Background: an optimization exercise with open tools, aiming at small area, a short achievable clock period and few clock cycles. Do not read the settings as production practice. The RTL was checked by simulation tests, not by an equivalence proof against the original design. Power and IR drop assume default switching activity.

==> flow/design.v <==
module alu(
    output [15:0] data_out,
    output        valid_out,
    output        cmd_out,
    input  [15:0] data_in,
    input         valid_in,
    input         cmd_in,
    output        amm_read,
    output [7:0]  amm_address,
    input  [7:0]  amm_readdata,
    input         amm_waitrequest,
    input  [1:0]  amm_response,
    input clk,
    input rst_n
    );
	localparam QD = 62;               
	localparam ST_IDLE = 2'd0;
	localparam ST_PAY  = 2'd1;
	localparam ST_RES  = 2'd2;
	localparam [5:0] Q0 = 6'b000001;
	function [5:0] lfsr_fwd(input [5:0] s);
		lfsr_fwd = {s[4:0], s[5] ^ s[4]};
	endfunction
	function [5:0] lfsr_bwd(input [5:0] s);
		lfsr_bwd = {s[0] ^ s[5], s[5:1]};
	endfunction
	function [5:0] lfsr_at(input integer p);
		integer k;
		begin
			lfsr_at = Q0;
			for (k = 0; k < p; k = k + 1)
				lfsr_at = lfsr_fwd(lfsr_at);
		end
	endfunction
	reg [1:0]  st;
	reg [3:0]  opcode;
	reg [5:0]  cnt;                   
	reg        err;
	reg [11:0] acc;
	reg [7:0]  opd_r;                 
	reg [7:0]  rd_r;                  
	reg [3:0]  shamt;                 
	reg        pend_v0;               
	reg        first;                 
	reg        rd_q;                  
	reg [7:0]  addr_q;                
	reg [7:0]  addr_h;                
	reg [7:0]  stg;                   
	reg        stg_v;
	reg [8*QD-1:0] qv;                
	reg [5:0]  qidx;                  
	reg        qempty;
	reg        vo_q, co_q;
	reg [11:0] do_q;
	wire op_add   = (opcode == 4'd0);
	wire op_and   = (opcode == 4'd1);
	wire op_or    = (opcode == 4'd2);
	wire op_xor   = (opcode == 4'd3);
	wire op_shr   = (opcode == 4'd8);
	wire op_shl   = (opcode == 4'd9);
	wire op_shift = op_shr | op_shl;
	wire op_inv   = op_and | (opcode == 4'd4) | (opcode == 4'd7);
	wire [3:0] h_op = data_in[11:8];
	wire [5:0] h_n  = data_in[5:0];
	wire h_err = (cnt == 6'd0) ||
	             (opcode >= 4'd4 && opcode <= 4'd7 && cnt != 6'd1) ||
	             (opcode >= 4'd8 && opcode <= 4'd9 && cnt != 6'd2) ||
	             (opcode > 4'd9);
	wire bad_hdr = first & h_err;
	reg [11:0] h_init;
	always @(*) begin
		case (h_op)
		4'd5, 4'd7: h_init = 12'd1;       
		4'd6:       h_init = 12'd255;     
		default:    h_init = 12'd0;
		endcase
	end
	wire idle = (st == ST_IDLE);
	wire pay  = (st == ST_PAY);
	wire res  = (st == ST_RES);
	wire hdr  = idle & valid_in & cmd_in;
	wire beat = pay & valid_in & ~bad_hdr;
	wire ind  = (data_in[9:8] == 2'b01);
	wire beat_ind = beat & ind;
	wire beat_dir = beat & ~ind;
	wire rd_free = ~rd_q | ~amm_waitrequest;
	wire rd_done = rd_q & ~amm_waitrequest;
	wire memerr  = rd_done & (amm_response != 2'b00);
	wire push     = stg_v & ~(rd_free & qempty);
	wire pop      = rd_free & ~qempty;
	reg [8*64-1:0] qperm;
	integer p;
	always @(*) begin
		qperm = {8*64{1'b0}};
		for (p = 0; p < QD; p = p + 1)
			qperm[lfsr_at(p)*8 +: 8] = qv[p*8 +: 8];
	end
	wire [7:0] q_head = qperm[qidx*8 +: 8];
	wire       qidx_0   = (qidx == Q0);
	wire [5:0] qidx_f   = (qempty | stg_v | qidx_0) ? qidx : lfsr_bwd(qidx);
	wire       qempty_f = qempty | (~stg_v & qidx_0);
	wire [5:0] qidx_b   = (stg_v & ~qempty) ? lfsr_fwd(qidx) : qidx;
	wire       qempty_b = qempty & ~stg_v;
	wire dir_sh = op_shift & (cnt == 6'd1);
	wire rd_sh  = op_shift & ~pend_v0;
	wire q_idle  = pay & qempty & ~stg_v & ~bad_hdr;
	wire fin_a   = q_idle & (cnt == 6'd0);
	wire fin_b   = q_idle & (cnt == 6'd1);
	wire fin_go  = (pay & (memerr | bad_hdr)) |
	               (rd_free & (fin_a | (fin_b & valid_in & ~ind)));
	wire hdr_go  = fin_go;
	wire [11:0] f_sum = acc + {4'd0, opd_r} + {4'd0, rd_r};
	wire [7:0]  f_or  = acc[7:0] | opd_r | rd_r;
	wire [7:0]  f_xor = acc[7:0] ^ opd_r ^ rd_r;
	wire        or_fold = op_and | op_or | op_shift;
	wire [11:0] fold  = or_fold ? {4'd0, f_or} :
	                    op_xor  ? {4'd0, f_xor} : f_sum;
	wire [7:0] shr = shamt[3] ? 8'd0 : (f_or >> shamt[2:0]);
	wire [7:0] shl = shamt[3] ? 8'd0 : (f_or << shamt[2:0]);
	wire [11:0] R  = op_add ? f_sum :
	                 op_shr ? {4'd0, shr} :
	                 op_shl ? {4'd0, shl} :
	                 op_and ? {4'd0, ~f_or} :
	                 op_or  ? {4'd0, f_or} :
	                 op_xor ? {4'd0, f_xor} : {4'd0, f_sum[7:0]};
	wire [7:0] addr_n   = ~qempty ? q_head : stg_v ? stg : data_in[7:0];
	wire       rd_start = ~qempty | stg_v | beat_ind;
	always @(posedge clk) begin
		opd_r <= (beat_dir & ~dir_sh) ? (op_inv ? ~data_in[7:0] : data_in[7:0]) : 8'd0;
		rd_r  <= (rd_done & ~rd_sh) ? (op_inv ? ~amm_readdata : amm_readdata) : 8'd0;
		stg   <= data_in[7:0];
		do_q  <= res ? (err ? 12'hBAD : R) :
		         {7'd0, memerr | bad_hdr, opcode};
		addr_q <= rd_free ? addr_n : addr_h;
		if (rd_free & rd_start)
			addr_h <= addr_n;
		if (beat_dir & dir_sh)
			shamt <= {|data_in[7:3], data_in[2:0]};
		else if (rd_done & rd_sh)
			shamt <= {|amm_readdata[7:3], amm_readdata[2:0]};
		if (stg_v)
			qv <= {qv[8*QD-9:0], stg};
		if (!rst_n) begin
			st      <= ST_IDLE;
			opcode  <= 4'd0;
			cnt     <= 6'd0;
			err     <= 1'b0;
			acc     <= 12'd0;
			pend_v0 <= 1'b0;
			first   <= 1'b0;
			rd_q    <= 1'b0;
			stg_v   <= 1'b0;
			qidx    <= Q0;
			qempty  <= 1'b1;
			vo_q    <= 1'b0;
			co_q    <= 1'b0;
		end
		else begin
			vo_q <= hdr_go | res;
			co_q <= hdr_go;
			acc  <= hdr ? h_init : fold;
			first <= hdr;
			if (hdr) begin
				opcode <= h_op;
				cnt    <= h_n;
			end
			else if (beat)
				cnt <= cnt - 6'd1;
			if (fin_go)
				err <= memerr | bad_hdr;
			if (hdr)
				pend_v0 <= 1'b0;
			else if (beat_ind & (cnt == 6'd2))
				pend_v0 <= 1'b1;
			else if (rd_done)
				pend_v0 <= 1'b0;
			case (st)
			ST_IDLE: if (hdr) st <= ST_PAY;
			ST_PAY:  if (fin_go) st <= ST_RES;
			default: st <= ST_IDLE;
			endcase
			if (memerr) begin
				rd_q   <= 1'b0;
				stg_v  <= 1'b0;
				qidx   <= Q0;
				qempty <= 1'b1;
			end
			else begin
				rd_q   <= rd_free ? rd_start : 1'b1;
				stg_v  <= beat_ind & ~(rd_free & qempty & ~stg_v);
				qidx   <= rd_free ? qidx_f : qidx_b;
				qempty <= rd_free ? qempty_f : qempty_b;
			end
		end
	end
	assign data_out    = {4'd0, do_q};
	assign valid_out   = vo_q;
	assign cmd_out     = co_q;
	assign amm_read    = rd_q;
	assign amm_address = addr_q;
endmodule
==> flow/flow/run.sh <==
#!/bin/bash
set -euo pipefail
bash standard.sh finish SETUP_SLACK_MARGIN=8 > standard_flow.log 2>&1
==> flow/standard.sh <==
#!/bin/bash
# synth_recipe.tcl (not shown) runs the flow's synth.tcl, then flattens the netlist and writes it again
# the make line also repeats each setting of config.mk as NAME=value (left out here)
make -C /OpenROAD-flow-scripts/flow DESIGN_CONFIG=/design/flow/config.mk WORK_HOME=/design/flow/orfs CLKGATE_MAP_FILE= SYNTH_SCRIPT=/design/flow/synth_recipe.tcl "${@:-finish}"
==> flow/config.mk <==
export PLATFORM = sky130hd
export DESIGN_NAME = alu
export DESIGN_NICKNAME = alu
export VERILOG_FILES = /design/flow/design.v
export SDC_FILE = /design/flow/constraint.sdc
export NUM_CORES = 4
export LEC_CHECK = 0
export CAP_MARGIN = 20
export CORE_MARGIN = 2
export CORE_UTILIZATION = 40
export CTS_CLUSTER_DIAMETER = 100
export CTS_CLUSTER_SIZE = 25
export SLEW_MARGIN = 20
==> flow/constraint.sdc <==
create_clock -name core_clock -period 11.0 [get_ports {clk}]
set_input_delay 2.2000 -clock core_clock [delete_from_list [all_inputs] [get_ports {clk}]]
set_output_delay 2.2000 -clock core_clock [all_outputs]
set_load 0.01 [all_outputs]
==> results of run 1 <==
-- cell families (layout without fill, tap and decap cells) --
kind of cell / after synthesis / count (layout) / synth area share
DFF: 590 / 590 / 0.6831
and+or+nand+nor: 305 / 305 / 0.06121
AOI/OAI and AO/OA: 264 / 264 / 0.07183
muxes: 220 / 220 / 0.1314
buffers and inverters: 121 / 169 / 0.02499
adders and majority gates: 29 / 29 / 0.01740
xor gates and xnor gates: 28 / 28 / 0.009915
other: 1 / 4 / 0.0001516
-- layout by cell type, fill, tap and decap left out, types with 17 or more instances in the layout --
cell	n
a21oi_1	61
a221oi_1	17
a22oi_1	35
buf_4	22
clkbuf_1	18
clkbuf_16	29
dfxtp_1	66
edfxtp_1	508
ha_1	19
inv_1	27
mux2_2	17
mux2i_1	111
mux4_2	81
nand2_1	68
nand2b_1	18
nand3_1	23
nor2_1	85
nor2b_1	29
o21ai_0	42
xnor2_1	19
-- sequential cells by signal, summed over array words and instances (netlist names), 2 cells and up --
register  cells
st            2
acc          12
opcode        4
shamt         4
rd_r          8
qv          496
opd_r         8
addr_h        8
do_q         12
stg           8
qidx          6
cnt           6
addr_q        8
-- timing repair --
item | in CTS | in global routing
pin swaps | 7 | 7
gates resized for setup | 175 | 36
buffers inserted | 16 | 1
setup endpoints to repair | 177 | 59
cloned | 0 | 2
-- power by group through the flow --
stage / Combinational, mW / Sequential (mW) / Clock, mW
after floorplan: 0.0965 / 2.46 / 0
after global placement: 0.144 / 2.47 / 0
after global routing: 0.167 / 2.42 / 1.30
after detailed placement: 0.146 / 2.47 / 0
final: 0.152 / 2.41 / 1.19
after CTS: 0.147 / 2.41 / 1.23
-- metal layers --
layer  up-vias  track usage  routed length [um]
met5         -            0                   0
met4         0      0.03466                1008
met3        63      0.01720                3014
met2       466       0.2771               26260
met1      7176       0.2636               25940
li1       6132            -                   -
-- stage by stage --
stage,util,hold WS (ps),power [mW]
2_1_floorplan,-,408.0,2.560
3_5_place_dp,0.4232,414.8,2.612
4_1_cts,0.4421,440.8,3.794
6_report,0.4448,439.1,3.759
5_1_grt,0.4448,455.6,3.884
3_3_place_gp,0.4232,411.5,2.609
-- area by class of cell --
class                      instances  area share
clock buffer                      46     0.02814
clock inverter                     6    0.002796
inverter                          28    0.003850
multi-input combinational        850      0.2733
sequential                       590      0.6205
tap                              790     0.03621
timing repair buffer              89     0.03516
-- how the worst max path moves through the flow --
stage | cells after the start | startpoint | endpoint | slack, ps
final | 1 | addr_q[4]$_DFF_P_ | amm_address[4] | 7680
after floorplan | 7 | stg_v$_SDFF_PP0_ | qidx[2]$_SDFFE_PP0P_ | 5890
after global placement | 7 | amm_waitrequest | qidx[5]$_SDFFE_PP0P_ | 6190
after global routing | 1 | rd_q$_SDFF_PP0_ | amm_read | 7650
after detailed placement | 7 | amm_waitrequest | qidx[5]$_SDFFE_PP0P_ | 6160
after CTS | 1 | addr_q[4]$_DFF_P_ | amm_address[4] | 7650
==> reports/metrics.yaml, run 1 <==
synth:
  synth_edf_count: 508
  ys_warn_count: 1
  postSynth.asyncResetShare: 0
  synthDominantCellAreaShare: 0.6167
  yosysSeqAreaShare: 0.6831
  ys.flop_type: "edfxtp_1"
  synth_area_mm2: 0.02473
  synth_area_leaders: "edfxtp_1 62%, mux4_2 7.4%, dfxtp_1 6.6%"
  yosysTopAreaCell: "edfxtp_1"
  synth.top_cells.by_count: "508 x edfxtp_1, 111 x mux2i_1, 88 x nor2_1"
  yosysUniqueCellTypes: 75
  yosysMostFrequentCell: "edfxtp_1"
  syn_inst: 1558
  synth_seq_cells: 590
  syn_area_per_cell_um2: 15.88
power_and_ir_drop:
  sequentialPowerShare: 0.642
  netSwitchingPower_uw: 801.4
  p_clk_frac: 0.317
  p_int_mw: 2.957
  p_leak_nw: 8.689
  ir_drop_mv: 0.1257
  power-per-cell-area_mw_per_mm2: 137.7
  comb_power_share: 0.040
  p_sw_frac: 0.2132
die:
  die_area_mm2: 0.06384
  die_height_um: 252.7
  rows: 91
  initial_core_util: 0.4030
  die_width_um: 252.7
  coreArea_mm2: 0.06137
  ioPinCount: 58
critical_path:
  reg2reg_from: "qidx[0]$_SDFFE_PP1P_"
  crit_path_max_incr_delay_ps: 380
  r2r_end: "addr_q[0]$_DFF_P_"
  slowest_stage: "dfxtp_4"
  worst_setup_path_end_kind: "output pin"
  cp_num_buf_inv: 1
  r2r_cells: 8
  criticalPathCategory: "reg2out"
  crit_chain: "buf_6"
  crit_arrival_ps: 1120
  rrSetupSlack_ps: 8100
  required_ps: 8800
  critPathMaxFanout: 1
  critPathTopFamily: "flip-flops"
  start_kind: "flop"
cells_and_area:
  register_area_mm2: 0.01694
  diodes: 0
  syn2layout_area_growth_pct: 10.36
  multiInputGateArea_mm2: 0.007461
  layoutNonFillerInstCount: 2399
  fin_area_mm2: 0.02730
  fillerInstances: 5314
  final_nets: 1647
  drive_gt1_frac: 0.1641
sta:
  final.min_clock_period_ps: 3322
  post-route-period-util: 0.3020
  worst_pin_slew_ps: 1131
  final.setup.tns_ps: 0
  maxSlewViolCount: 0
  relSlewSlack: 0.2461
  final_hold_viol_count: 0
  finalClockSkew_ps: 43.17
  fin_ws_ps: 7678
  rsz0062_at_grt: "yes"
  clock.fmax_ghz: 0.3010
  setup_viol: 0
place:
  dpl_cell_area_mm2: 0.02597
  dp_worst_setup_slack_ps: 6158
  post-dp-hpwl_um: 35690
  routabilityCongestion: 0.9137
  numPortBuffers: 49
  place_inst: 2328
cts:
  clockBufferDepth: 3
  cts_tree: "yes"
  htree_levels: 1
  cts_root_buf: "clkbuf_16"
  clock_latency_ps: 620
  clock-sinks: 590
  cts_buffers: 28
  cts_hold_buf: 0
  clkTransAtPathRegs_ps: 100
worst_hold_path:
  hold_depth: 0
  hold_start: "stg[4]$_DFF_P_"
  hp-class: "reg2reg"
  whs_endpoint: "qv[4]$_DFFE_PP_"
route:
  via_count: 13837
  wl_per_cell_um: 23.44
  ant_nets: 0
  drt-initial-drc-count: 1672
  route.detailed.drc: 0
  firstDrtPassIters: 6
  routed_via_density: 5.768
  drt_wl_total_um: 56220
global_route:
  first_global_vias: 13760
  grt_max_degree: 192
  grt_pass1_wl_um: 85430
  track_usage: 0.1749
  antenna_found_initial: 1
  grt_overflow: 0
job:
  drv_cap: 0
outcome:
  status: "no timing/DRC/antenna violations"
Testbench counts, summed over its fixed seeds: cycles 7,084.
==> inputs of run 2 (changes only) <==
--- a/flow/design.v
+++ b/flow/design.v
@@ -115,11 +115,16 @@
 	wire        or_fold = op_and | op_or | op_shift;
 	wire [11:0] fold  = or_fold ? {4'd0, f_or} :
 	                    op_xor  ? {4'd0, f_xor} : f_sum;
-	wire [7:0] shr = shamt[3] ? 8'd0 : (f_or >> shamt[2:0]);
-	wire [7:0] shl = shamt[3] ? 8'd0 : (f_or << shamt[2:0]);
+	function [7:0] rev8(input [7:0] x);
+		integer i;
+		for (i = 0; i < 8; i = i + 1)
+			rev8[i] = x[7-i];
+	endfunction
+	wire [7:0] sh_in  = op_shl ? rev8(f_or) : f_or;
+	wire [7:0] sh_r   = shamt[3] ? 8'd0 : (sh_in >> shamt[2:0]);
+	wire [7:0] sh_out = op_shl ? rev8(sh_r) : sh_r;
 	wire [11:0] R  = op_add ? f_sum :
-	                 op_shr ? {4'd0, shr} :
-	                 op_shl ? {4'd0, shl} :
+	                 op_shift ? {4'd0, sh_out} :
 	                 op_and ? {4'd0, ~f_or} :
 	                 op_or  ? {4'd0, f_or} :
 	                 op_xor ? {4'd0, f_xor} : {4'd0, f_sum[7:0]};
--- a/flow/config.mk
+++ b/flow/config.mk
@@ -7,7 +7,7 @@
 export LEC_CHECK = 0
 export CAP_MARGIN = 20
 export CORE_MARGIN = 2
-export CORE_UTILIZATION = 40
+export CORE_UTILIZATION = 70
 export CTS_CLUSTER_DIAMETER = 100
 export CTS_CLUSTER_SIZE = 25
 export SLEW_MARGIN = 20
==> reports/metrics.yaml, run 2 <==
cells_and_area:
  drive_gt1_frac: 0.2101
  multiInputGateArea_mm2: 0.007256
  fin_area_mm2: 0.02664
  regMostFlops: "qv"
  layoutNonFillerInstCount: 1964
  fillerInstances: 1894
  syn2layout_area_growth_pct: 8.851
  largest_reg_flops: 496
  fin_util: 0.7730
  mostFrequentLayoutCell: "edfxtp_1"
  register_area_mm2: 0.01695
  final_nets: 1548
  reg.largest.list: "qv x496, acc x12, do_q x12"
  layout_common_cells: "508 x edfxtp_1, 103 x mux4_2, 63 x nand2_1"
  diodes: 0
critical_path:
  worst_setup_path_end_kind: "output pin"
  required_ps: 8800
  worstSetupPathDepth: 1
  crit_arrival_ps: 1090
  r2r_cells: 7
  cp_num_buf_inv: 1
  critPathTopFamily: "flip-flops"
  critPathMaxFanout: 1
  crit_path_max_incr_delay_ps: 370
  criticalPathCategory: "reg2out"
  slowest_stage: "dfxtp_4"
  start_kind: "flop"
  crit_chain: "buf_6"
sta:
  final_hold_viol_count: 0
  post-route-period-util: 0.2990
  final.setup.tns_ps: 0
  maxSlewViolCount: 0
  clock.fmax_ghz: 0.3041
  setup_viol: 0
  finalClockSkew_ps: 32.37
  final.min_clock_period_ps: 3289
  worst_pin_slew_ps: 1030
  relSlewSlack: 0.3128
  rsz0062_at_grt: "yes"
cts:
  htree_levels: 1
  cts_buffers: 27
  clock-sinks: 590
  clkTransAtPathRegs_ps: 110
  cts_root_buf: "clkbuf_16"
  clockBufferDepth: 3
  cts_hold_buf: 0
  clock_latency_ps: 590
  cts_tree: "yes"
route:
  firstDrtPassIters: 5
  drt_wl_total_um: 53890
  drt-initial-drc-count: 1780
  ant_nets: 0
  route.detailed.drc: 0
  via_count: 13611
  routed_via_density: 6.930
  wl_per_cell_um: 27.44
worst_hold_path:
  hp-class: "reg2reg"
  hold_depth: 0
place:
  routabilityCongestion: 0.8811
  dpl_cell_area_mm2: 0.02533
  place_inst: 1884
  post-dp-hpwl_um: 33590
  numPortBuffers: 49
synth:
  syn_area_per_cell_um2: 16.95
  ys.flop_type: "edfxtp_1"
  postSynth.asyncResetShare: 0
  synthDominantCellAreaShare: 0.6234
  syn_inst: 1444
  synth_fa_ha_area_frac: 0.01759
  synth.area.mux_share: 0.1432
  synth_area_leaders: "edfxtp_1 62%, mux4_2 9.5%, dfxtp_1 6.7%"
  synth_top_family_by_area: "multiplexers"
  synth.top_cells.by_count: "508 x edfxtp_1, 103 x mux4_2, 82 x dfxtp_1"
  synth_seq_cells: 590
  synth_xor_area_frac: 0.009306
  yosysMostFrequentCell: "edfxtp_1"
  yosysSeqAreaShare: 0.6905
  synth-simple-area-share: 0.05083
  synth_area_mm2: 0.02447
  synth_edf_count: 508
  yosysUniqueCellTypes: 75
  yosysTopAreaCell: "edfxtp_1"
  synth_compound_area_frac: 0.06555
  ys_warn_count: 1
power_and_ir_drop:
  power_mw: 3.686
  power-per-cell-area_mw_per_mm2: 138.4
  ir_drop_mv: 0.2048
  p_leak_nw: 8.265
die:
  ioPinCount: 58
  rows: 68
  initial_core_util: 0.7101
  die_height_um: 191.0
  die_width_um: 191.0
  coreArea_mm2: 0.03446
  die_area_mm2: 0.03647
global_route:
  grt_pass1_wl_um: 80390
  grt_max_degree: 178
  track_usage: 0.2975
  grt_overflow: 0
  antenna_found_initial: 0
  first_global_vias: 13176
job:
  drv_cap: 0
outcome:
  status: "no timing/DRC/antenna violations"
==> run 2: routing by layer <==
metal	wire length (um)	part of all wire	up-vias	track usage
li1	-	-	5856	-
met1	22550	0.42	6973	0.4649
met2	25770	0.48	717	0.4671
met3	4695	0.087	65	0.03562
met4	877	0.016	0	0.05546
met5	0	0	-	0
==> run 2: cells by family (layout without fill, tap and decap cells) <==
| kind of cell | count (synthesis) | in the layout |
|---|---|---|
| muxes | 202 | 202 |
| adders and majority gates | 29 | 29 |
| xor gates and xnor gates | 26 | 26 |
| other | 1 | 4 |
| and+or+nand+nor | 253 | 253 |
| DFF | 590 | 590 |
| buffers and inverters | 113 | 175 |
| AOI/OAI and AO/OA | 230 | 230 |
==> run 2: final cells by class <==
cell class              instances  area share
clock buffers                  48     0.02833
flip-flops and latches        590      0.6364
inverters                      31    0.004463
well taps                     455     0.02137
clock inverters                 2   0.0007516
repair buffers                 94     0.03631
multi-input cells             744      0.2724
==> run 2: per-stage QoR <==
step	setup WS, ps	hold slack, ps
6_report	7711	438.9
5_1_grt	7682	446.2
4_1_cts	7692	441.1
3_5_place_dp	6471	417.7
3_3_place_gp	6539	412.4
2_1_floorplan	6035	408.0
==> run 2: path summary, 6_finish.rpt <==
path,start,slack [ps],to
worst max register to register,qidx[3]$_SDFFE_PP0P_,8050,addr_q[4]$_DFF_P_
worst min register to register,qv[58]$_DFFE_PP_,440,qv[66]$_DFFE_PP_
worst max-delay path,addr_q[3]$_DFF_P_,7710,amm_address[3]
worst min-delay path,qv[58]$_DFFE_PP_,440,qv[66]$_DFFE_PP_
==> run 2: repair_timing <==
| item | CTS | global route |
|---|---|---|
| resized for setup | 171 | 43 |
| endpoints found under the setup margin | 98 | 152 |
| pin swaps | 5 | 8 |
| cloned | 0 | 1 |
| setup buffers | 21 | 8 |
==> run 2: report_power, final <==
group	switching [mW]	internal (mW)	leakage (nW)
clock	0.659	0.473	0.368
sequential	0.0135	2.40	4.89
combinational	0.0792	0.0588	3.00
total	0.752	2.93	8.26
Testbench counts of run 2, summed over its fixed seeds: cycles 7,084.
==> inputs of run 3 (changes only) <==
==> flow/flow/run.sh (replaced) <==
#!/bin/bash
set -euo pipefail
bash standard.sh finish SETUP_SLACK_MARGIN=7.7 > standard_flow.log 2>&1
==> reports/metrics.yaml, run 3 <==
outcome:
  status: "no timing/DRC/antenna violations"
power_and_ir_drop:
  netSwitchingPower_uw: 733.8
  comb_power_share: 0.035
  p_clk_frac: 0.306
  p_sw_frac: 0.2004
  p_leak_nw: 8.144
  ir_drop_mv: 0.1450
  power-per-cell-area_mw_per_mm2: 139.1
  p_int_mw: 2.928
  sequentialPowerShare: 0.659
cells_and_area:
  largest_reg_flops: 496
  drive_gt1_frac: 0.1790
  mostFrequentLayoutCell: "edfxtp_1"
  final_nets: 1536
  syn2layout_area_growth_pct: 7.609
  reg.largest.list: "qv x496, acc x12, do_q x12"
  regMostFlops: "qv"
  diodes: 0
  layoutNonFillerInstCount: 1952
  fin_area_mm2: 0.02633
  layout_common_cells: "508 x edfxtp_1, 103 x mux4_2, 70 x dfxtp_1"
  fillerInstances: 1936
route:
  ant_nets: 0
  drt_wl_total_um: 50830
  drt-initial-drc-count: 1559
  via_count: 13512
  wl_per_cell_um: 26.04
  firstDrtPassIters: 6
  route.detailed.drc: 0
  routed_via_density: 6.922
cts:
  cts_root_buf: "clkbuf_16"
  clock_latency_ps: 590
  clockBufferDepth: 3
  cts_hold_buf: 0
  clkTransAtPathRegs_ps: 100
  clock-sinks: 590
  htree_levels: 1
  cts_tree: "yes"
  cts_buffers: 27
place:
  post-dp-hpwl_um: 32340
  dpl_cell_area_mm2: 0.02529
  numPortBuffers: 49
  place_inst: 1886
  routabilityCongestion: 0.9441
synth:
  synth_edf_count: 508
  ys.flop_type: "edfxtp_1"
  synth.top_cells.by_count: "508 x edfxtp_1, 103 x mux4_2, 82 x dfxtp_1"
  yosysSeqAreaShare: 0.6905
  yosysMostFrequentCell: "edfxtp_1"
  synth_seq_cells: 590
  synthDominantCellAreaShare: 0.6234
  ys_warn_count: 1
  yosysTopAreaCell: "edfxtp_1"
  synth_area_leaders: "edfxtp_1 62%, mux4_2 9.5%, dfxtp_1 6.7%"
  yosysUniqueCellTypes: 75
  postSynth.asyncResetShare: 0
  syn_inst: 1444
  syn_area_per_cell_um2: 16.95
  synth_area_mm2: 0.02447
die:
  initial_core_util: 0.7101
  ioPinCount: 58
  coreArea_mm2: 0.03446
  die_height_um: 191.0
  rows: 68
  die_area_mm2: 0.03647
  die_width_um: 191.0
worst_hold_path:
  hold_depth: 0
  whs_endpoint: "qv[4]$_DFFE_PP_"
  hp-class: "reg2reg"
  hold_start: "stg[4]$_DFF_P_"
sta:
  clock.fmax_ghz: 0.3047
  rsz0062_at_grt: "no"
  finalClockSkew_ps: 25.04
  worst_pin_slew_ps: 1075
  maxSlewViolCount: 0
  final.setup.tns_ps: 0
  final.min_clock_period_ps: 3282
  final_hold_viol_count: 0
  relSlewSlack: 0.2836
  setup_viol: 0
  post-route-period-util: 0.2984
global_route:
  antenna_found_initial: 0
  grt_pass1_wl_um: 76820
  track_usage: 0.2824
  grt_max_degree: 203
  grt_overflow: 0
  first_global_vias: 12692
critical_path:
  critPathMaxFanout: 5
  worst_setup_path_end_kind: "flop"
  critPathTopFamily: "buffers and inverters"
  start_kind: "input port"
  crit_chain: "clkdlybuf4s50_1 > nand2b_4 > or2_1 > a31oi_4 > buf_4"
  r2r_end: "addr_h[5]$_DFFE_PP_"
  slowest_stage: "clkdlybuf4s50_1"
  r2r_cells: 8
  crit_arrival_ps: 3600
  crit_path_max_incr_delay_ps: 610
  required_ps: 11320
  criticalPathCategory: "in2reg"
  reg2reg_from: "qidx[1]$_SDFFE_PP0P_"
  cp_num_buf_inv: 2
  rrSetupSlack_ps: 7850
job:
  drv_cap: 0
## run 3: changes by cell type in the layout (fill, tap and decap cells not counted), sizes merged
cell | previous run | this run
dlygate4sd2 | 6 | 5
buf | 68 | 54
a21oi | 39 | 40
dlymetal6s2s | 1 | 0
clkdlybuf4s15 | 2 | 0
clkbuf | 52 | 50
clkdlybuf4s50 | 13 | 20
## run 3: kinds of logic (layout without fill, tap and decap cells)
kind of cell,Yosys count,after routing,share of synthesized area
adder cells (fa/ha/maj),29,29,0.01759
XOR/XNOR,26,26,0.009306
multiplexers,202,202,0.1432
other,1,4,0.0001533
flip-flops,590,590,0.6905
AO/OA/AOI/OAI,230,231,0.06555
AND/OR/NAND/NOR,253,253,0.05083
buffers and inverters,113,162,0.02291
## run 3: worst max path at each step
stage                                 endpoint                 start  slack, ps  depth (start not counted)
after floorplan           qidx[2]$_SDFFE_PP0P_      stg_v$_SDFF_PP0_       6030                          6
after global placement       acc[6]$_SDFF_PN0_              valid_in       6570                          6
after detailed placement  qidx[5]$_SDFFE_PP0P_       amm_waitrequest       6500                          7
after CTS                  addr_h[3]$_DFFE_PP_  qidx[0]$_SDFFE_PP1P_       7690                          8
after global routing            amm_address[4]     addr_q[4]$_DFF_P_       7700                          1
final                      addr_h[4]$_DFFE_PP_            data_in[8]       7720                          5
## run 3: power groups by stage
stage | logic [mW] | clock network [mW] | registers [mW]
2_1_floorplan | 0.0832 | 0 | 2.46
3_3_place_gp | 0.121 | 0 | 2.46
3_5_place_dp | 0.124 | 0 | 2.46
4_1_cts | 0.124 | 1.14 | 2.41
5_1_grt | 0.139 | 1.21 | 2.42
6_report | 0.129 | 1.12 | 2.41
## run 3: area by class of cell
class | instances | area, um^2 | share of cell area
Multi-Input combinational cell | 745 | 7159 | 0.2719
Clock inverter | 2 | 20.02 | 0.0007603
Sequential cell | 590 | 16930 | 0.6428
Inverter | 31 | 116.4 | 0.004419
Timing Repair Buffer | 81 | 785.8 | 0.02984
Clock buffer | 48 | 754.5 | 0.02865
Tap cell | 455 | 569.3 | 0.02162
## run 3: per-stage QoR
stage | setup slack (ps) | hold WS, ps | power [mW] | util
6_report | 7718 | 438.9 | 3.662 | 0.7642
5_1_grt | 7704 | 449.3 | 3.767 | 0.7642
4_1_cts | 7690 | 437.1 | 3.681 | 0.7601
3_5_place_dp | 6500 | 413.7 | 2.589 | 0.7338
3_3_place_gp | 6572 | 410.5 | 2.585 | 0.7338
2_1_floorplan | 6035 | 408.0 | 2.544 | -
## run 3: metal layers
metal	routed length, um	vias to the layer above	track usage
li1	-	5825	-
met1	21580	6954	0.4503
met2	24330	664	0.4420
met3	4035	69	0.02368
met4	876	0	0.05128
met5	0	-	0
## run 3: what timing repair did
item,4_1_cts,5_1_grt
resized for setup,139,18
buffers inserted,11,3
pin swaps,5,0
cloned,1,1
setup endpoints to repair,84,44
## run 3: worst reg2reg max path: cells and delay by family (launching register included)
family / cells / cell delay, ps
mux: 2 / 840
compound gates: 4 / 750
buf+inv: 2 / 740
flops: 1 / 560
==> inputs of run 4 (changes only) <==
==> flow/flow/run.sh (replaced) <==
#!/bin/bash
set -euo pipefail
bash standard.sh finish \
  SETUP_SLACK_MARGIN=7.7 \
  "BUFFER_PORTS_ARGS=-buffer_cell sky130_fd_sc_hd__buf_2" \
  "CTS_ARGS=-sink_clustering_enable -repair_clock_nets -sink_clustering_size 25 -sink_clustering_max_diameter 100 -dont_use_dummy_load" \
  > standard_flow.log 2>&1
--- a/flow/config.mk
+++ b/flow/config.mk
@@ -7,7 +7,7 @@
 export LEC_CHECK = 0
 export CAP_MARGIN = 20
 export CORE_MARGIN = 2
-export CORE_UTILIZATION = 70
+export CORE_UTILIZATION = 75
 export CTS_CLUSTER_DIAMETER = 100
 export CTS_CLUSTER_SIZE = 25
 export SLEW_MARGIN = 20
==> reports/metrics.yaml, run 4 <==
outcome:
  status: "no timing/DRC/antenna violations"
die:
  rows: 66
  die_area_mm2: 0.03409
  die_height_um: 184.6
  coreArea_mm2: 0.03237
  die_width_um: 184.6
  ioPinCount: 58
  initial_core_util: 0.7559
sta:
  fin_ws_ps: 7710
  final.min_clock_period_ps: 3290
  final_hold_viol_count: 0
  worst_pin_slew_ps: 1053
  rsz0062_at_grt: "yes"
  clock.fmax_ghz: 0.3040
  final.setup.tns_ps: 0
  finalClockSkew_ps: 33.29
  setup_viol: 0
  relSlewSlack: 0.2976
  post-route-period-util: 0.2991
  maxSlewViolCount: 0
synth:
  synth_edf_count: 508
  ys.flop_type: "edfxtp_1"
  synth_area_mm2: 0.02447
  synth_area_leaders: "edfxtp_1 62%, mux4_2 9.5%, dfxtp_1 6.7%"
  synth-simple-area-share: 0.05083
  ys_warn_count: 1
  synth_xor_area_frac: 0.009306
  yosysMostFrequentCell: "edfxtp_1"
  postSynth.asyncResetShare: 0
  synth_compound_area_frac: 0.06555
  syn_inst: 1444
  synth.top_cells.by_count: "508 x edfxtp_1, 103 x mux4_2, 82 x dfxtp_1"
  syn_area_per_cell_um2: 16.95
  yosysUniqueCellTypes: 75
  yosysSeqAreaShare: 0.6905
  synthDominantCellAreaShare: 0.6234
  synth.area.mux_share: 0.1432
  synth_seq_cells: 590
  synth_top_family_by_area: "multiplexers"
  yosysTopAreaCell: "edfxtp_1"
  synth_fa_ha_area_frac: 0.01759
power_and_ir_drop:
  power-per-cell-area_mw_per_mm2: 138.7
  p_leak_nw: 8.021
  ir_drop_mv: 0.1468
route:
  drt_wl_total_um: 53230
  routed_via_density: 7.153
  route.detailed.drc: 0
  ant_nets: 0
  drt-initial-drc-count: 1739
  firstDrtPassIters: 8
  via_count: 13648
  wl_per_cell_um: 27.90
critical_path:
  crit_chain: "buf_4"
  r2r_cells: 7
  criticalPathCategory: "reg2out"
  worstSetupPathDepth: 1
  cp_num_buf_inv: 1
  required_ps: 8800
  crit_path_max_incr_delay_ps: 380
  worst_setup_path_end_kind: "output pin"
  rrSetupSlack_ps: 7720
  r2r_end: "addr_q[4]$_DFF_P_"
  reg2reg_from: "qidx[2]$_SDFFE_PP0P_"
  crit_arrival_ps: 1090
  slowest_stage: "dfxtp_2"
  critPathTopFamily: "flip-flops"
  start_kind: "flop"
  critPathMaxFanout: 6
worst_hold_path:
  whs_endpoint: "qv[0]$_DFFE_PP_"
  hold_start: "stg[0]$_DFF_P_"
  hp-class: "reg2reg"
  hold_depth: 0
cells_and_area:
  fin_area_mm2: 0.02589
  drive_gt1_frac: 0.1855
  mostFrequentLayoutCell: "edfxtp_1"
  layout_common_cells: "508 x edfxtp_1, 103 x mux4_2, 73 x dfxtp_1"
  final_nets: 1528
  regMostFlops: "qv"
  largest_reg_flops: 496
  syn2layout_area_growth_pct: 5.803
  reg.largest.list: "qv x496, acc x12, do_q x12"
  diodes: 0
  layoutNonFillerInstCount: 1908
global_route:
  track_usage: 0.3167
  antenna_found_initial: 0
  grt_max_degree: 91
  first_global_vias: 12972
  grt_pass1_wl_um: 79380
  grt_overflow: 0
place:
  numPortBuffers: 49
  place_inst: 1872
  dpl_cell_area_mm2: 0.02500
  dp_worst_setup_slack_ps: 6963
  routabilityCongestion: 0.9361
  post-dp-hpwl_um: 32810
job:
  drv_cap: 0
cts:
  clock-sinks: 590
  cts_tree: "yes"
  clock_latency_ps: 580
  cts_root_buf: "clkbuf_16"
  cts_buffers: 27
  clockBufferDepth: 3
  clkTransAtPathRegs_ps: 90
  htree_levels: 1
run 4: cell counts after synthesis:
No cell type changed its count.
run 4: where the power goes:
| part | leakage [nW] | internal [mW] | switching [mW] |
|---|---|---|---|
| sequential | 4.89 | 2.40 | 0.0120 |
| combinational | 2.80 | 0.0474 | 0.0743 |
| clock | 0.333 | 0.438 | 0.618 |
run 4: area by class of cell:
cell class | count | area, um^2
Clock buffer | 27 | 675.6
Fill cell | 1707 | 6481
Inverter | 31 | 116.4
Multi-Input combinational cell | 744 | 7116
Sequential cell | 590 | 16920
Tap cell | 442 | 553.0
Timing Repair Buffer | 74 | 511.7
run 4: metal layers:
layer / track usage / wire length, um
met2: 0.5077 / 26120
met4: 0.07333 / 1042
met1: 0.4782 / 20810
met3: 0.03972 / 5261
met5: 0 / 0
run 4: cell families after synthesis:
| logic type | Yosys count |
|---|---|
| AOI/OAI and AO/OA | 230 |
| xor gates and xnor gates | 26 |
| adders and majority gates | 29 |
| buffers and inverters | 113 |
| DFF | 590 |
| muxes | 202 |
| other | 1 |
| and+or+nand+nor | 253 |
run 4: repair_timing:
item | 4_1_cts | 5_1_grt
buffers inserted | 5 | 4
hold buffers | 0 | 0
pin swaps | 1 | 0
gates resized for setup | 13 | 12
setup endpoints to repair | 36 | 26
run 4: worst max-delay path by stage:
stage,startpoint,end,slack (ps)
floorplan,stg_v$_SDFF_PP0_,qidx[2]$_SDFFE_PP0P_,6030
global route,qidx[2]$_SDFFE_PP0P_,addr_q[4]$_DFF_P_,7670
finish,rd_q$_SDFF_PP0_,amm_read,7710
detailed placement,qidx[0]$_SDFFE_PP1P_,addr_q[4]$_DFF_P_,6960
CTS,qidx[0]$_SDFFE_PP1P_,addr_q[4]$_DFF_P_,7630
global placement,qidx[0]$_SDFFE_PP1P_,addr_h[3]$_DFFE_PP_,7030
run 4: stage by stage:
stage / power (mW) / hold WS (ps) / util
floorplan: 2.544 / 408.0 / -
global placement: 2.577 / 412.0 / 0.7723
detailed placement: 2.580 / 414.1 / 0.7723
CTS: 3.601 / 436.9 / 0.7971
global route: 3.681 / 441.5 / 0.7998
finish: 3.592 / 438.4 / 0.7998
run 4: worst register-to-register path, delay by kind of cell (launching register included):
family,cells,cell delay (ps)
and+or+nand+nor,1,560
buffers and inverters,1,520
DFF,1,570
AOI/OAI and AO/OA,4,1390
muxes,1,150

-- static timing again, ports no longer ideal --
In the flow no input, the clock included, has a driving cell. The finished layouts below were timed again as built, in two steps. Step 1 sets driving cells, clkbuf_16 on the clock port and buf_2 on the other inputs (assumed; they add their load-dependent delay and slew). Step 2 adds t to the input delays and takes it off the output delays; t is the mean of the earliest and latest rising clock arrival at the registers after step 1. Input paths then give back, and output paths get back, about the clock's delay inside the block. Three values: ideal ports, drivers, drivers and shift; two values: the first two.
run	shift t [ns]	setup slack, ns	worst slew at a driven data input, ns
run 1	0.661	7.678 / 7.622 / 7.315	0.04
run 2	0.635	7.711 / 7.654 / 7.386	0.07
run 3	0.636	7.718 / 7.669 / 7.115	0.03
run 4	0.618	7.710 / 7.655 / 7.171	0.07
After both steps setup and hold are still met in every run listed. The setup slack of run 3, which loses most, moves by -0.049 ns with the drivers and by -0.603 ns with both steps.
